Background: an optimization exercise with open tools, aiming at small area, a short achievable clock period and few clock cycles per item. Do not read the settings as production practice. In this exercise RTL edits were held to simulation tests only and were not proved equivalent to the original. Power is estimated from default activity; no workload was simulated.

Design udp_parser_top, start of the top module:
module udp_parser_top(
    input clock,
    input reset,
    input out_tready,
    output in_tready,
    input [255:0] in_tdata,
    input in_tvalid,
    input in_tlast,
    output reg out_tvalid,
    output [255:0] out_tdata
    );
    function [31:0] pick;
        input [31:0] a, b;
        input use_b_ok, is_min;
        begin
            pick = (use_b_ok & ((b > a) ^ is_min)) ? b : a;
        end
    endfunction
    localparam HDR = 2'd0, OPC = 2'd1, DAT = 2'd2;
    reg [1:0] state;
    reg       rdy;
    assign in_tready = rdy;
    wire fire = in_tvalid & rdy;
    reg [255:0] d1;
    integer i;
    reg v1, f1, l1;
    reg [15:0] cg, ce;
    reg op0, op1, op2;               
    wire ok4 = ~((state == DAT) & in_tlast);
    wire ok5 = (state == DAT) & ~in_tlast;
    always @(posedge clock) begin
        for (i = 0; i < 16; i = i + 1) begin
            cg[i] <= in_tdata[128 + 32 * (i / 4) + 8 * (i % 4) +: 8] > in_tdata[32 * (i / 4) + 8 * (i % 4) +: 8];
            ce[i] <= in_tdata[128 + 32 * (i / 4) + 8 * (i % 4) +: 8] == in_tdata[32 * (i / 4) + 8 * (i % 4) +: 8];
        end
        op0 <= (in_tdata[175:160] == 16'd0);
        op1 <= (in_tdata[175:160] == 16'd1);
        op2 <= (in_tdata[175:160] == 16'd2);
        d1 <= {in_tdata[255:160] & {96{ok5}}, in_tdata[159:128] & {32{ok4}}, in_tdata[127:0]};
        if (reset) begin
            state <= HDR;
            v1 <= 0; f1 <= 0; l1 <= 0;
        end else begin
            v1 <= fire & (state != HDR);
            f1 <= fire & (state == OPC);
            l1 <= fire & (state == DAT) & in_tlast;
            if (fire) begin
                case (state)
                    HDR: state <= OPC;
                    OPC: state <= DAT;
                    default: if (in_tlast) state <= HDR;
  ...
==> module udp_parser_top, before the edit <==
module udp_parser_top(
    input clock,
    input reset,
    input out_tready,
    output in_tready,
    input [255:0] in_tdata,
    input in_tvalid,
    input in_tlast,
    output reg out_tvalid,
    output [255:0] out_tdata
    );
    function [31:0] pick;
        input [31:0] a, b;
        input use_b_ok, is_min;
        begin
            pick = (use_b_ok & ((b > a) ^ is_min)) ? b : a;
        end
    endfunction
    localparam HDR = 2'd0, OPC = 2'd1, DAT = 2'd2;
    reg [1:0] state;
    reg       rdy;
    assign in_tready = rdy;
    wire fire = in_tvalid & rdy;
    reg [255:0] d1;
    integer i;
    reg v1, f1, l1;
    reg [15:0] cg, ce;
    reg op0, op1, op2;               
    wire ok4 = ~((state == DAT) & in_tlast);
    wire ok5 = (state == DAT) & ~in_tlast;
    always @(posedge clock) begin
        for (i = 0; i < 16; i = i + 1) begin
            cg[i] <= in_tdata[128 + 32 * (i / 4) + 8 * (i % 4) +: 8] > in_tdata[32 * (i / 4) + 8 * (i % 4) +: 8];
            ce[i] <= in_tdata[128 + 32 * (i / 4) + 8 * (i % 4) +: 8] == in_tdata[32 * (i / 4) + 8 * (i % 4) +: 8];
        end
        op0 <= (in_tdata[175:160] == 16'd0);
        op1 <= (in_tdata[175:160] == 16'd1);
        op2 <= (in_tdata[175:160] == 16'd2);
        d1 <= {in_tdata[255:160] & {96{ok5}}, in_tdata[159:128] & {32{ok4}}, in_tdata[127:0]};
        if (reset) begin
            state <= HDR;
            v1 <= 0; f1 <= 0; l1 <= 0;
        end else begin
            v1 <= fire & (state != HDR);
            f1 <= fire & (state == OPC);
            l1 <= fire & (state == DAT) & in_tlast;
            if (fire) begin
                case (state)
                    HDR: state <= OPC;
                    OPC: state <= DAT;
                    default: if (in_tlast) state <= HDR;
                endcase
            end
        end
    end
    reg m_sum, m_max, m_min;         
    wire s_sum = f1 ? op0 : m_sum;
    wire s_min = f1 ? op2 : m_min;
    always @(posedge clock)
        if (f1) begin
            m_sum <= op0;
            m_max <= op1;
            m_min <= op2;
        end
    wire mid = ~f1 & ~l1;
    wire [31:0] x0 = d1[0 +: 32], x1 = d1[32 +: 32], x2 = d1[64 +: 32], x3 = d1[96 +: 32];
    wire [31:0] x4 = d1[128 +: 32], x5 = d1[160 +: 32], x6 = d1[192 +: 32], x7 = d1[224 +: 32];
    function gt4;
        input [3:0] g, e;
        begin
            gt4 = g[3] | e[3] & (g[2] | e[2] & (g[1] | e[1] & g[0]));
        end
    endfunction
    wire [3:0] sel;
    assign sel[0] = ~l1 & (gt4(cg[3:0], ce[3:0]) ^ s_min);
    assign sel[1] = mid & (gt4(cg[7:4], ce[7:4]) ^ s_min);
    assign sel[2] = mid & (gt4(cg[11:8], ce[11:8]) ^ s_min);
    assign sel[3] = mid & (gt4(cg[15:12], ce[15:12]) ^ s_min);
    wire [31:0] p0 = sel[0] ? x4 : x0;
    wire [31:0] p1 = sel[1] ? x5 : x1;
    wire [31:0] p2 = sel[2] ? x6 : x2;
    wire [31:0] p3 = sel[3] ? x7 : x3;
    reg [31:0] q0, q1;
    reg v2, f2, l2;
    always @(posedge clock) begin
        q0 <= pick(p0, p2, 1'b1, s_min);
        q1 <= s_sum ? ((x0 + x1) + (x2 + x3)) + ((x4 + x5) + (x6 + x7))
                    : pick(p1, p3, 1'b1, s_min);
        if (reset) begin
            v2 <= 0; f2 <= 0; l2 <= 0;
        end else begin
            v2 <= v1; f2 <= f1; l2 <= v1 & l1;
        end
    end
    wire [31:0] bm = pick(q0, q1, 1'b1, m_min);
    reg  [31:0] acc;
    reg         done;                
    wire [31:0] acc_sum = (f2 ? 32'd0 : acc) + q1;
    wire [31:0] acc_mm  = f2 ? bm : pick(acc, bm, 1'b1, m_min);
    wire [31:0] acc_nxt = m_sum ? acc_sum : (m_max | m_min) ? acc_mm : 32'd0;
    always @(posedge clock)
        if (v2) acc <= acc_nxt;
    reg  [31:0] obuf;
    reg         owed1, owed2;
    wire slot = ~out_tvalid | out_tready;
    wire xfer = done & slot;
    wire take = out_tvalid & out_tready;
    wire last_in = fire & (state == DAT) & in_tlast;
    wire owed2_nxt = ~take & (owed2 | (owed1 & last_in));
    wire owed1_nxt = last_in | (take ? owed2 : owed1);
    assign out_tdata = {224'd0, obuf};
    always @(posedge clock) begin
        if (slot) obuf <= acc;
        if (reset) begin
            done <= 0;
            out_tvalid <= 0;
            owed1 <= 0;
            owed2 <= 0;
            rdy <= 1;
        end else begin
            done <= l2 | (done & ~xfer);
            if (slot) out_tvalid <= done;
            owed1 <= owed1_nxt;
            owed2 <= owed2_nxt;
            rdy <= take | ~owed2 | ((state == HDR) & ~fire);
        end
    end
endmodule
==> flow/config.mk <==
export PLATFORM = sky130hd
export DESIGN_NAME = udp_parser_top
export DESIGN_NICKNAME = udp_parser_top
export VERILOG_FILES = /design/flow/design.v
export SDC_FILE = /design/flow/constraint.sdc
export NUM_CORES = 4
export LEC_CHECK = 0
export CAP_MARGIN = 40
export CORE_MARGIN = 2
export CORE_UTILIZATION = 40
export CTS_CLUSTER_DIAMETER = 100
export CTS_CLUSTER_SIZE = 24
export SLEW_MARGIN = 40
==> flow/constraint.sdc <==
create_clock -name core_clock -period 28.0 [get_ports {clock}]
set_input_delay 5.6000 -clock core_clock [delete_from_list [all_inputs] [get_ports {clock}]]
set_output_delay 5.6000 -clock core_clock [all_outputs]
set_load 0.01 [all_outputs]
standard.sh (not shown) runs the stock make flow with config.mk's settings and CLKGATE_MAP_FILE= SYNTH_SCRIPT=/design/flow/synth_recipe.tcl, a recipe that flattens the netlist after the stock synthesis.
==> flow/flow/run.sh <==
#!/bin/bash
# The standard layout (standard.sh), with plain buffers (buf_2) on the
# ports in place of the delay-cell buffers that port buffering picks itself.
# The whole make output goes to standard.log; each ORFS step keeps its own
# log under orfs/logs/.
set -o pipefail
export BUFFER_PORTS_ARGS="-buffer_cell sky130_fd_sc_hd__buf_2"
bash standard.sh > standard.log 2>&1
Testbench counts at the start, summed over its fixed seeds: cycles 6,481, packets 512.
==> next run, changes <==
==> flow/design.v (replaced) <==
`timescale 1ns / 1ps
module udp_parser_top(
    input clock,
    input reset,
    input out_tready,
    output in_tready,
    input [255:0] in_tdata,
    input in_tvalid,
    input in_tlast,
    output reg out_tvalid,
    output [255:0] out_tdata
    );
    function [31:0] pick;
        input [31:0] a, b;
        input use_b_ok, is_min;
        begin
            pick = (use_b_ok & ((b > a) ^ is_min)) ? b : a;
        end
    endfunction
    localparam HDR = 2'd0, OPC = 2'd1, DAT = 2'd2;
    reg [1:0] state;
    reg       rdy;
    assign in_tready = rdy;
    wire fire = in_tvalid & rdy;
    reg [255:0] d1;
    reg v1, f1, l1;
    reg op0, op1, op2;               
    wire ok4 = ~((state == DAT) & in_tlast);
    wire ok5 = (state == DAT) & ~in_tlast;
    always @(posedge clock) begin
        op0 <= (in_tdata[175:160] == 16'd0);
        op1 <= (in_tdata[175:160] == 16'd1);
        op2 <= (in_tdata[175:160] == 16'd2);
        d1 <= {in_tdata[255:160] & {96{ok5}}, in_tdata[159:128] & {32{ok4}}, in_tdata[127:0]};
        if (reset) begin
            state <= HDR;
            v1 <= 0; f1 <= 0; l1 <= 0;
        end else begin
            v1 <= fire & (state != HDR);
            f1 <= fire & (state == OPC);
            l1 <= fire & (state == DAT) & in_tlast;
            if (fire) begin
                case (state)
                    HDR: state <= OPC;
                    OPC: state <= DAT;
                    default: if (in_tlast) state <= HDR;
                endcase
            end
        end
    end
    reg m_sum, m_max, m_min;         
    wire s_min = f1 ? op2 : m_min;
    always @(posedge clock)
        if (f1) begin
            m_sum <= op0;
            m_max <= op1;
            m_min <= op2;
        end
    wire mid = ~f1 & ~l1;
    wire [31:0] x0 = d1[0 +: 32], x1 = d1[32 +: 32], x2 = d1[64 +: 32], x3 = d1[96 +: 32];
    wire [31:0] x4 = d1[128 +: 32], x5 = d1[160 +: 32], x6 = d1[192 +: 32], x7 = d1[224 +: 32];
    wire [31:0] p0 = pick(x0, x4, ~l1, s_min);
    wire [31:0] p1 = pick(x1, x5, mid, s_min);
    wire [31:0] p2 = pick(x2, x6, mid, s_min);
    wire [31:0] p3 = pick(x3, x7, mid, s_min);
    reg [31:0] q0, q1, bsum;
    reg v2, f2, l2;
    always @(posedge clock) begin
        q0 <= pick(p0, p2, 1'b1, s_min);
        q1 <= pick(p1, p3, 1'b1, s_min);
        bsum <= ((x0 + x1) + (x2 + x3)) + ((x4 + x5) + (x6 + x7));
        if (reset) begin
            v2 <= 0; f2 <= 0; l2 <= 0;
        end else begin
            v2 <= v1; f2 <= f1; l2 <= v1 & l1;
        end
    end
    wire [31:0] bm = pick(q0, q1, 1'b1, m_min);
    reg  [31:0] acc;
    reg         done;                
    wire [31:0] acc_sum = (f2 ? 32'd0 : acc) + bsum;
    wire [31:0] acc_mm  = f2 ? bm : pick(acc, bm, 1'b1, m_min);
    wire [31:0] acc_nxt = m_sum ? acc_sum : (m_max | m_min) ? acc_mm : 32'd0;
    always @(posedge clock)
        if (v2) acc <= acc_nxt;
    reg  [31:0] obuf;
    reg  [1:0]  owed;                
    wire slot = ~out_tvalid | out_tready;
    wire xfer = done & slot;
    wire take = out_tvalid & out_tready;
    wire last_in = fire & (state == DAT) & in_tlast;
    wire [1:0] owed_nxt = owed + {1'b0, last_in} - {1'b0, take};
    assign out_tdata = {224'd0, obuf};
    always @(posedge clock) begin
        if (slot) obuf <= acc;
        if (reset) begin
            done <= 0;
            out_tvalid <= 0;
            owed <= 0;
            rdy <= 1;
        end else begin
            done <= l2 | (done & ~xfer);
            if (slot) out_tvalid <= done;
            owed <= owed_nxt;
            rdy <= ~owed_nxt[1];
        end
    end
endmodule
=> Combinational power shrinks by about a fifth; die area shrinks slightly; power shrinks by a few percent; sequential cell count grows by 4; worst hold slack improved by 0.037 ns; count of clock-buffer cells in the layout grows by 2; global-route usage grows by 0.91 points; final cell count shrinks by a few percent; sequential power hardly moves; synthesized area shrinks slightly.
Testbench counts after the change, summed over its fixed seeds: cycles 6,503, packets 512.

-- port drivers added, routing unchanged --
The flow's constraints put no driver on any port. The routed layouts listed below were extracted and timed again, unchanged, in two steps.
Step 1, drivers: a clkbuf_16 drives clock and a buf_2 each remaining input, both assumed.
Step 2 times the ports against the registers' clock, not the clock port: input delays grow and output delays shrink by t, the midpoint of the rising clock arrivals with the driver on.
Slacks: ideal ports / drivers / drivers and shift; pairs: ideal ports / drivers.
run	t (ns)	setup slack, ns	slew at the worst register clock pin (ns)
the first run	0.631	21.203 / 21.166 / 20.605	0.10 / 0.10
the second run	0.662	21.046 / 21.082 / 20.419	0.11 / 0.11
After both steps setup and hold are still met in every run listed. The setup slack of the second run, which loses most, moves by +0.036 ns with the drivers and by -0.627 ns with both steps.
